Background: an optimization exercise with open tools, aiming at small area and a short achievable clock period. Do not read the settings as production practice.
No run shown here included a check of the RTL's function; only the layout flow was run.

==> flow/design.v (outline; a module is shown in full before it is edited, if it fits) <==
// module cubic_fixed: 1276 lines
module cubic_fixed #(
    parameter int WID     = 16,    
    parameter int FBITS   = 8      
)(
    input  logic                        clk,
    input  logic                        rst,
    input  logic signed [WID-1:0]       x,
    input  logic signed [WID-1:0]       a0,
    input  logic signed [WID-1:0]       a1,
    input  logic signed [WID-1:0]       a2,
    output logic signed [WID-1:0]       y
);
  // ...
==> flow/run.sh <==
#!/bin/bash
# synth_recipe.tcl (not shown) runs the flow's synth.tcl, then flattens the netlist and writes it again
# the make line also repeats each setting of config.mk as NAME=value (left out here)
make -C /OpenROAD-flow-scripts/flow DESIGN_CONFIG=/design/flow/config.mk WORK_HOME=/design/flow/orfs CLKGATE_MAP_FILE= SYNTH_SCRIPT=/design/flow/synth_recipe.tcl finish
==> flow/config.mk <==
export PLATFORM = sky130hd
export DESIGN_NAME = cubic_fixed
export DESIGN_NICKNAME = cubic_fixed
export VERILOG_FILES = /design/flow/design.v
export SDC_FILE = /design/flow/constraint.sdc
export NUM_CORES = 4
export LEC_CHECK = 0
export ABC_AREA = 1
export CAP_MARGIN = 20
export CORE_MARGIN = 2
export CORE_UTILIZATION = 40
export GPL_TIMING_DRIVEN = 0
export SLEW_MARGIN = 20
==> flow/constraint.sdc <==
create_clock -name core_clock -period 15.0 [get_ports {clk}]
set_input_delay 3.0000 -clock core_clock [delete_from_list [all_inputs] [get_ports {clk}]]
set_output_delay 3.0000 -clock core_clock [all_outputs]
set_load 0.01 [all_outputs]
==> impl_metrics.sql, run 1 <==
INSERT INTO impl_metrics (metric_group, metric, value, unit) VALUES
('status', 'outcome', 'no timing/DRC/antenna violations', ''),
('synth', 'number_of_instances_in_the_synthesized_netlist', '3440', ''),
('synth', 'netlist.top_cell.by_area', 'sky130_fd_sc_hd__fa_1', ''),
('die', 'design.die.area', '0.0659', 'mm2'),
('cts', 'cts_tree', 'done', ''),
('flow_run', 'max_cap_violations', '0', ''),
('synth', 'synth_fp_nets', '3989', ''),
('synth', 'main_combinational_cell_family_by_area_after_synthesis', 'adder cells', ''),
('worst_setup_path', 'cp_data_arrival_time', '7.88', 'ns'),
('global_routing', 'groute.usage.overall', '25.7', '%'),
('worst_setup_path', 'rr_endpoint', 'ax2_s1[5]$_DFF_P_', ''),
('finish', 'sh_seq_area', '10.4', '%'),
('detailed_routing', 'dr.max_layer_used', 'met5', ''),
('min_path', 'hold_start', 'rst_s0$_DFF_P_', ''),
('detailed_routing', 'drt_iter0_markers', '2187', ''),
('timing', 'slew_violations', '0', ''),
('worst_setup_path', 'setup.worst_path.start_class', 'register', ''),
('finish', 'signal_buffer_area_fraction', '5.01', '%'),
('synth', 'post-synth-top-area-fraction', '22.7', '%'),
('cts', 'htreeDepth', '4', ''),
('finish', 'fraction_of_final_layout_cells_sized_beyond_drive_strength_1', '4.11', '%'),
('finish', 'non_clock_buffer_count', '219', ''),
('finish', 'share_of_the_final_layout_cell_area_in_multi_input_gates', '69.5', '%'),
('cts', 'clk_latency', '0.51', 'ns'),
('finish', 'n_all_inverters', '677', '');
==> inputs of run 2 (changes only) <==
==> flow/flow/run.sh (new file) <==
#!/bin/bash
# Standard ORFS layout (the standard.sh) with two changes:
#  - port buffers use buf_4 instead of the default delay-buffer cell;
#  - timing repair (after floorplan, CTS and global routing) aims for
#    8 ns of setup slack at the 15 ns clock, so the resizer sizes the
#    critical paths.  The SDC (clock period, I/O delays, load) is unchanged.
# Each ORFS step writes its own log under orfs/logs/; make's output goes to
# standard.log.
set -euo pipefail
export BUFFER_PORTS_ARGS="-buffer_cell sky130_fd_sc_hd__buf_4"
export SETUP_SLACK_MARGIN=8
bash standard.sh > standard.log 2>&1
==> flow/standard.sh (new file) <==
#!/bin/bash
# synth_recipe.tcl (not shown) runs the flow's synth.tcl, then flattens the netlist and writes it again
# the make line also repeats each setting of config.mk as NAME=value (left out here)
make -C /OpenROAD-flow-scripts/flow DESIGN_CONFIG=/design/flow/config.mk WORK_HOME=/design/flow/orfs CLKGATE_MAP_FILE= SYNTH_SCRIPT=/design/flow/synth_recipe.tcl "${@:-finish}"
--- a/flow/config.mk
+++ b/flow/config.mk
@@ -10,4 +10,3 @@
 export CORE_MARGIN = 2
 export CORE_UTILIZATION = 40
-export GPL_TIMING_DRIVEN = 0
 export SLEW_MARGIN = 20
removed: flow/run.sh
==> run 2 against run 1 <==
Effect of this change:
- synthesized cell count did not move
- worst setup slack improved by 0.83 ns
- critical path depth fell by 3
- largest cell class unchanged
- highest routed layer is now met4
==> impl_metrics.sql, run 2 <==
INSERT INTO impl_metrics (metric_group, metric, value, unit) VALUES
('synth', 'synth-seq-area-share', '11.4', '%'),
('finish', 'final_core_utilization', '43.8', '%'),
('worst_setup_path', 'slowest_stage', 'sky130_fd_sc_hd__nor2_4', ''),
('worst_setup_path', 'crit_path_max_incr_delay', '0.87', 'ns'),
('detailed_routing', 'drt_iter0_markers', '2029', ''),
('synth', 'async_flop_share', '0', '%'),
('timing', 'clock.fmax', '0.150', 'GHz'),
('synth', 'synth_cell_type_count', '56', ''),
('synth', 'netlist.top_cell.by_area', 'sky130_fd_sc_hd__fa_1', ''),
('min_path', 'hold_start', 'rst_s0$_DFF_P_', ''),
('synth', 'synth-edff-count', '0', ''),
('synth', 'synth.cell_area', '0.0255', 'mm2'),
('worst_setup_path', 'criticalPathCategory', 'reg2reg', ''),
('die', 'die_h', '257', 'um'),
('worst_setup_path', 'r2r-start', 'x_s0[1]$_DFF_P_', ''),
('global_routing', 'grt_start_max_net_pins', '30', ''),
('finish', 'nets', '3988', ''),
('die', 'die_w', '257', 'um'),
('worst_setup_path', 'r2r_setup_slack', '8.33', 'ns'),
('detailed_routing', 'detail_route.first_pass.iterations', '8', ''),
('synth', 'synth.yosys.warnings', '1', ''),
('synth', 'post_synth.cell_area_avg', '7.42', 'um2'),
('finish', 'diodes', '0', ''),
('cts', 'clk_latency', '0.50', 'ns'),
('synth', 'number_of_instances_in_the_synthesized_netlist', '3440', ''),
('finish', 'fraction_of_final_layout_cells_sized_beyond_drive_strength_1', '7.30', '%'),
('detailed_routing', 'via_count_of_the_routed_design', '22500', ''),
('synth', 'ys_ff_latch', '146', ''),
('detailed_routing', 'overall_routed_net_length', '77900', 'um'),
('status', 'outcome', 'no timing/DRC/antenna violations', ''),
('global_routing', 'first_global_vias', '22000', ''),
('global_routing', 'number_of_antenna_violations_at_the_first_check_in_global_routing', '0', ''),
('timing', 'worstMarginPinSlew', '1.11', 'ns'),
('synth', 'most_repeated_cell_in_the_gate_level_netlist_after_synthesis', 'sky130_fd_sc_hd__inv_1', ''),
('detailed_routing', 'route.layer.met1.wl', '35500', 'um'),
('timing', 'finalSetupViolCount', '0', ''),
('global_routing', 'groute.usage.overall', '23.8', '%'),
('die', 'coreArea', '0.0631', 'mm2'),
('worst_setup_path', 'worstSetupStartpoint', 'x_s0[1]$_DFF_P_', ''),
('cts', 'number_of_buffers_inserted_by_hold_repair_at_cts', '0', ''),
('cts', 'htreeDepth', '4', ''),
('placed_design', 'port-buffer-count', '81', ''),
('worst_setup_path', 'worstSetupEndpointType', 'register', ''),
('synth', 'synth_top_cells_by_count', '651 x sky130_fd_sc_hd__inv_1, 573 x sky130_fd_sc_hd__nand2_1, 354 x sky130_fd_sc_hd__xor2_1', ''),
('timing', 'grt_setup_unrepaired', 'false', ''),
('detailed_routing', 'wl_per_cell', '18.1', 'um'),
('detailed_routing', 'routed-wl-met2', '33700', 'um'),
('placed_design', 'gpl.final_weighted_congestion', '0.911', ''),
('global_routing', 'global_route_wire_length_before_repair', '124000', 'um'),
('worst_setup_path', 'cp_data_arrival_time', '7.09', 'ns'),
('timing', 'period_needed', '6.67', 'ns'),
('worst_setup_path', 'critPathMostFrequentCell', 'sky130_fd_sc_hd__nand2_1', ''),
('cts', 'cts_tree', 'done', ''),
('synth', 'yosys_most_used_dff', 'sky130_fd_sc_hd__dfxtp_1', ''),
('timing', 'timing.final.crit_share', '44.5', '%'),
('finish', 'filler_cell_count', '6619', ''),
('timing', 'slew_violations', '0', ''),
('die', 'io-pin-count', '82', ''),
('cts', 'cts_root_buf', 'sky130_fd_sc_hd__clkbuf_16', ''),
('worst_setup_path', 'critical_path_required', '15.42', 'ns'),
('die', 'design.die.area', '0.0659', 'mm2'),
('synth', 'netlist_top_cells_area', 'sky130_fd_sc_hd__fa_1 23%, sky130_fd_sc_hd__xor2_1 12%, sky130_fd_sc_hd__dfxtp_1 11%', ''),
('worst_setup_path', 'worstPathMaxFanout', '29', ''),
('min_path', 'hp-class', 'reg2reg', ''),
('die', 'initial_utilization', '40.5', '%'),
('cts', 'numCtsBuffers', '17', ''),
('finish', 'final_common_cell', 'sky130_fd_sc_hd__inv_1', ''),
('flow_run', 'max_cap_violations', '0', ''),
('cts', 'ctsLongestPathBuffers', '2', ''),
('detailed_routing', 'detail_route.drc_violations', '0', ''),
('timing', 'slew_headroom', '25.7', '%'),
('timing', 'hold_viol', '0', ''),
('placed_design', 'post-dp-hpwl', '60200', 'um'),
('global_routing', 'gr-total-overflow', '0', ''),
('cts', 'clk_transition_reported_paths', '0.06', 'ns'),
('detailed_routing', 'dr.max_layer_used', 'met4', ''),
('finish', 'layout.cells.most_common_list', '651 x sky130_fd_sc_hd__inv_1, 571 x sky130_fd_sc_hd__nand2_1, 354 x sky130_fd_sc_hd__xor2_1', ''),
('detailed_routing', 'route.detailed.vias_per_inst', '5.23', ''),
('cts', 'clkSinkCount', '146', ''),
('synth', 'synth_fp_nets', '3989', ''),
('timing', 'setup-tns-final', '0', 'ns'),
('finish', 'area_growth_syn_to_layout', '8.27', '%'),
('timing', 'skew', '0.0290', 'ns'),
('finish', 'instances_no_fill', '4298', ''),
('detailed_routing', 'detailroute.wirelength.met3', '7210', 'um'),
('worst_setup_path', 'setup.worst_path.start_class', 'register', ''),
('synth', 'post-synth-top-area-fraction', '22.7', '%'),
('placed_design', 'dp.cells', '4262', ''),
('detailed_routing', 'antenna_left', '0', ''),
('die', 'placement_rows', '92', '');
## run 2: changes by cell type in the layout (fill, tap and decap cells not counted), sizes merged
cell,change
nand2,+1
bufinv,-1
clkbuf,-88
clkinv,-5
buf,+69
nand3,+1
clkinvlp,+3
clkdlybuf4s50,-81
## run 2: worst max-delay path, delay by kind of cell (launching register included)
kind / cells / cell delay [ns]
buffers and inverters: 7 / 0.98
AND/OR/NAND/NOR: 13 / 2.34
flip-flops: 1 / 0.29
XOR/XNOR: 1 / 0.26
adder cells (fa/ha/maj): 7 / 2.73
## run 2: area by class of cell
type | instances | area [um2] | share of cell area [%]
Clock buffer | 21 | 460 | 1.67
Multi-Input combinational cell | 2481 | 19600 | 71.0
Clock inverter | 11 | 150 | 0.543
Inverter | 677 | 2550 | 9.22
Sequential cell | 146 | 2920 | 10.6
Tap cell | 846 | 1060 | 3.83
Timing Repair Buffer | 116 | 883 | 3.19
## run 2: routing by layer
layer	up-vias	global-route usage (%)
li1	10900	-
met1	10500	33.9
met2	940	36.1
met3	100	5.42
met4	0	6.41
met5	-	0
## run 2: final timing paths
path | endpoint | depth (start not counted)
setup / recovery | ax1_s1[3]$_DFF_P_ | 28
hold / removal | rst_s1$_DFF_P_ | 1
setup reg to reg | ax1_s1[3]$_DFF_P_ | 28
hold reg to reg | rst_s1$_DFF_P_ | 1
## run 2: kinds of logic after synthesis
logic type	after synthesis	share of synthesized area (%)
xor gates and xnor gates	393	13.6
AOI/OAI and AO/OA	611	14.2
adders and majority gates	483	32.2
DFF	146	11.4
muxes	2	0.0882
buffers and inverters	815	12.3
and+or+nand+nor	990	16.2
## run 2: per-stage QoR
step,setup WS (ns),hold slack [ns],instance area (um2)
after floorplan,9.19,0.392,25500
after global placement,8.12,0.400,26900
after detailed placement,8.18,0.405,26900
after CTS,8.13,0.420,27500
after global routing,8.01,0.445,27700
final,8.33,0.413,27700
## run 2: repair_timing
action / CTS / global route
gates resized for setup: 0 / 25
buffers inserted: 0 / 2
endpoints found under the setup margin: 0 / 30
==> inputs of run 3 (changes only) <==
==> flow/flow/run.sh (replaced) <==
#!/bin/bash
# Standard ORFS layout (the standard.sh) with two changes:
#  - port buffers use buf_4 instead of the default delay-buffer cell;
#  - timing repair (after floorplan, CTS and global routing) aims for
#    9 ns of setup slack at the 15 ns clock, so the resizer sizes the
#    critical paths.  The SDC (clock period, I/O delays, load) is unchanged.
# Each ORFS step writes its own log under orfs/logs/; make's output goes to
# standard.log.
set -euo pipefail
export BUFFER_PORTS_ARGS="-buffer_cell sky130_fd_sc_hd__buf_4"
export SETUP_SLACK_MARGIN=9
bash standard.sh > standard.log 2>&1
==> run 3 against run 2 <==
Effect of this change:
- global-route usage is 0.72 points higher
- core utilization grew 3.5 points
- hold slack about the same
- fmax rose by 7.9%
- critical path type is now reg2out
==> impl_metrics.sql, run 3 <==
INSERT INTO impl_metrics (metric_group, metric, value, unit) VALUES
('worst_setup_path', 'criticalPathCategory', 'reg2out', ''),
('cts', 'numCtsBuffers', '17', ''),
('worst_setup_path', 'worstPathMaxFanout', '6', ''),
('timing', 'finalSetupViolCount', '0', ''),
('worst_setup_path', 'cpLargestDelayFamily', 'adder cells', ''),
('synth', 'yosys_most_used_dff', 'sky130_fd_sc_hd__dfxtp_1', ''),
('synth', 'synth_fp_nets', '3989', ''),
('status', 'outcome', 'no timing/DRC/antenna violations', ''),
('timing', 'worstMarginPinSlew', '0.988', 'ns'),
('global_routing', 'global_route_wire_length_before_repair', '127000', 'um'),
('finish', 'diodes', '0', ''),
('die', 'die_w', '257', 'um'),
('finish', 'fin_area', '0.0299', 'mm2'),
('placed_design', 'port-buffer-count', '81', ''),
('placed_design', 'placed_area', '0.0269', 'mm2'),
('synth', 'number_of_instances_in_the_synthesized_netlist', '3440', ''),
('flow_run', 'max_cap_violations', '0', ''),
('synth', 'post_synth.cell_area_avg', '7.42', 'um2'),
('synth', 'post-synth-top-area-fraction', '22.7', '%'),
('timing', 'hold_viol', '0', ''),
('worst_setup_path', 'critPathMostFrequentCell', 'sky130_fd_sc_hd__nand2_2', ''),
('synth', 'synth-seq-area-share', '11.4', '%'),
('timing', 'hold_slack', '0.414', 'ns'),
('synth', 'synth_cell_type_count', '56', ''),
('timing', 'layout_setup_ws', '8.82', 'ns'),
('worst_setup_path', 'timing.critical_path.buf_inv', '2', ''),
('synth', 'ys_ff_latch', '146', ''),
('cts', 'clk_transition_reported_paths', '0.06', 'ns'),
('detailed_routing', 'via_count_of_the_routed_design', '23200', ''),
('cts', 'clk_latency', '0.51', 'ns'),
('worst_setup_path', 'crit_path_max_incr_delay', '0.58', 'ns'),
('timing', 'grt_setup_unrepaired', 'true', ''),
('placed_design', 'pre_cts_slack', '8.18', 'ns'),
('detailed_routing', 'detail_route.drc_violations', '0', ''),
('synth', 'netlist_top_cells_area', 'sky130_fd_sc_hd__fa_1 23%, sky130_fd_sc_hd__xor2_1 12%, sky130_fd_sc_hd__dfxtp_1 11%', ''),
('worst_setup_path', 'cp_data_arrival_time', '3.18', 'ns'),
('timing', 'period_needed', '6.18', 'ns'),
('synth', 'synth.cell_area', '0.0255', 'mm2'),
('cts', 'cts_root_buf', 'sky130_fd_sc_hd__clkbuf_16', ''),
('worst_setup_path', 'crit_path_cell_trace', 'fa_1, inv_2, fa_2, o21ai_4, a21oi_2, o21ai_2, nand3_1, nand2_2, xor2_2, nand2_2, nand3_2, nand2_1, buf_4', ''),
('global_routing', 'grt_start_max_net_pins', '30', ''),
('die', 'coreArea', '0.0631', 'mm2'),
('finish', 'fraction_of_final_layout_cells_sized_beyond_drive_strength_1', '16.4', '%'),
('worst_setup_path', 'critical_path_required', '12.00', 'ns'),
('finish', 'nets', '4063', ''),
('worst_setup_path', 'worstSetupStartpoint', 'x3_s1[1]$_DFF_P_', ''),
('cts', 'number_of_buffers_inserted_by_hold_repair_at_cts', '0', ''),
('finish', 'layout.cells.most_common_list', '635 x sky130_fd_sc_hd__inv_1, 516 x sky130_fd_sc_hd__nand2_1, 348 x sky130_fd_sc_hd__xor2_1', ''),
('global_routing', 'gr-total-overflow', '0', ''),
('die', 'io-pin-count', '82', ''),
('finish', 'final_common_cell', 'sky130_fd_sc_hd__inv_1', ''),
('worst_setup_path', 'worstSetupEndpointType', 'primary output', ''),
('timing', 'clock.fmax', '0.162', 'GHz'),
('cts', 'clkSinkCount', '146', ''),
('die', 'die_h', '257', 'um'),
('detailed_routing', 'drt_iter0_markers', '2139', ''),
('detailed_routing', 'route.detailed.vias_per_inst', '5.29', ''),
('cts', 'htreeDepth', '4', ''),
('global_routing', 'groute.usage.overall', '24.5', '%'),
('detailed_routing', 'detail_route.first_pass.iterations', '6', ''),
('synth', 'synth_top_cells_by_count', '651 x sky130_fd_sc_hd__inv_1, 573 x sky130_fd_sc_hd__nand2_1, 354 x sky130_fd_sc_hd__xor2_1', ''),
('detailed_routing', 'wl_per_cell', '18.7', 'um'),
('min_path', 'hp-class', 'reg2reg', ''),
('worst_setup_path', 'setup.worst_path.start_class', 'register', ''),
('placed_design', 'post-dp-hpwl', '60200', 'um'),
('global_routing', 'number_of_antenna_violations_at_the_first_check_in_global_routing', '0', ''),
('detailed_routing', 'overall_routed_net_length', '82000', 'um'),
('die', 'design.die.area', '0.0659', 'mm2'),
('worst_setup_path', 'r2r-start', 'sqa_s0[0]$_DFF_P_', ''),
('worst_setup_path', 'slowest_stage', 'sky130_fd_sc_hd__fa_1', ''),
('cts', 'ctsLongestPathBuffers', '2', ''),
('timing', 'slew_headroom', '34.0', '%'),
('synth', 'synth-edff-count', '0', ''),
('timing', 'setup-tns-final', '0', 'ns'),
('timing', 'slew_violations', '0', ''),
('min_path', 'hold_start', 'rst_s0$_DFF_P_', ''),
('finish', 'area_growth_syn_to_layout', '17.0', '%'),
('worst_setup_path', 'r2r_setup_slack', '8.96', 'ns'),
('timing', 'skew', '0.0314', 'ns'),
('die', 'placement_rows', '92', ''),
('synth', 'synth.yosys.warnings', '1', ''),
('cts', 'cts_tree', 'done', ''),
('synth', 'async_flop_share', '0', '%'),
('synth', 'most_repeated_cell_in_the_gate_level_netlist_after_synthesis', 'sky130_fd_sc_hd__inv_1', ''),
('detailed_routing', 'antenna_left', '0', ''),
('placed_design', 'gpl.final_weighted_congestion', '0.911', ''),
('timing', 'timing.final.crit_share', '41.2', '%'),
('synth', 'netlist.top_cell.by_area', 'sky130_fd_sc_hd__fa_1', ''),
('global_routing', 'first_global_vias', '22500', ''),
('die', 'initial_utilization', '40.5', '%');
-- run 3: cell counts after synthesis --
Identical to the previous run, type by type.
-- run 3: final cells by class --
class / count / area, um2
clock inverters: 11 / 150
repair inverters: 2 / 10.0
multi-input cells: 2487 / 21100
clock buffers: 21 / 460
inverters: 677 / 2630
repair buffers: 183 / 1510
fillers: 6373 / 33200
flip-flops and latches: 146 / 2970
well taps: 846 / 1060
-- run 3: cell families (layout without fill, tap and decap cells) --
kind of cell,count (synthesis),after routing,share of synthesized area (%)
AO/OA/AOI/OAI,611,611,14.2
XOR/XNOR,393,393,13.6
adder cells (fa/ha/maj),483,483,32.2
buffers and inverters,815,894,12.3
flip-flops,146,146,11.4
multiplexers,2,2,0.0882
AND/OR/NAND/NOR,990,998,16.2
-- run 3: worst paths after layout --
check,endpoint,cells after the start
min reg2reg,rst_s1$_DFF_P_,1
max,y[8],13
min,rst_s1$_DFF_P_,1
max reg2reg,ax2_s1[1]$_DFF_P_,33
-- run 3: metal layers --
layer | vias up | track usage, % | share of wire, %
met2 | 992 | 37.4 | 44
met3 | 138 | 5.84 | 9.3
met5 | - | 0 | 0
met4 | 0 | 6.94 | 2.7
met1 | 10900 | 34.4 | 44
li1 | 11100 | - | -
-- run 3: worst reg2reg max path, delay by kind of cell, from the launching register on --
family,cells,cell delay (ns)
DFF,1,0.33
and+or+nand+nor,16,2.03
buffers and inverters,7,0.66
xor gates and xnor gates,1,0.18
AOI/OAI and AO/OA,3,0.33
adders and majority gates,6,2.39
-- run 3: repair_timing --
item,4_1_cts,5_1_grt
gates cloned,7,4
resized for setup,148,263
pin swaps,36,107
setup buffers,25,43
endpoints found under the setup margin,55,54
-- run 3: stage by stage --
stage	util, %	std cells
after floorplan	-	3440
after global placement	42.6	4262
after detailed placement	42.6	4262
after CTS	45.2	4326
after global routing	47.4	4373
final	47.4	4373

==> what the ideal ports hide <==
How much do the figures lean on ideal ports? The routed layouts below were timed once more, with nothing changed but the port constraints. Step 1, drivers: a clkbuf_16 drives clk and a buf_2 each remaining input, both assumed. Step 2 also shifts input and output timing later by t, the mid clock arrival at the registers, as if the neighbouring blocks saw the same clock. a / b / c = ideal ports / drivers / drivers and shift; a / b = the first two.
run	t (ns)	setup WS [ns]	worst data-port slew with drivers (ns)
run 1	0.554	7.502 / 7.502 / 7.502	0.05
run 2	0.546	8.329 / 8.329 / 8.329	0.05
run 3	0.549	8.817 / 8.759 / 8.962	0.06
After both steps every run listed still meets setup and hold.
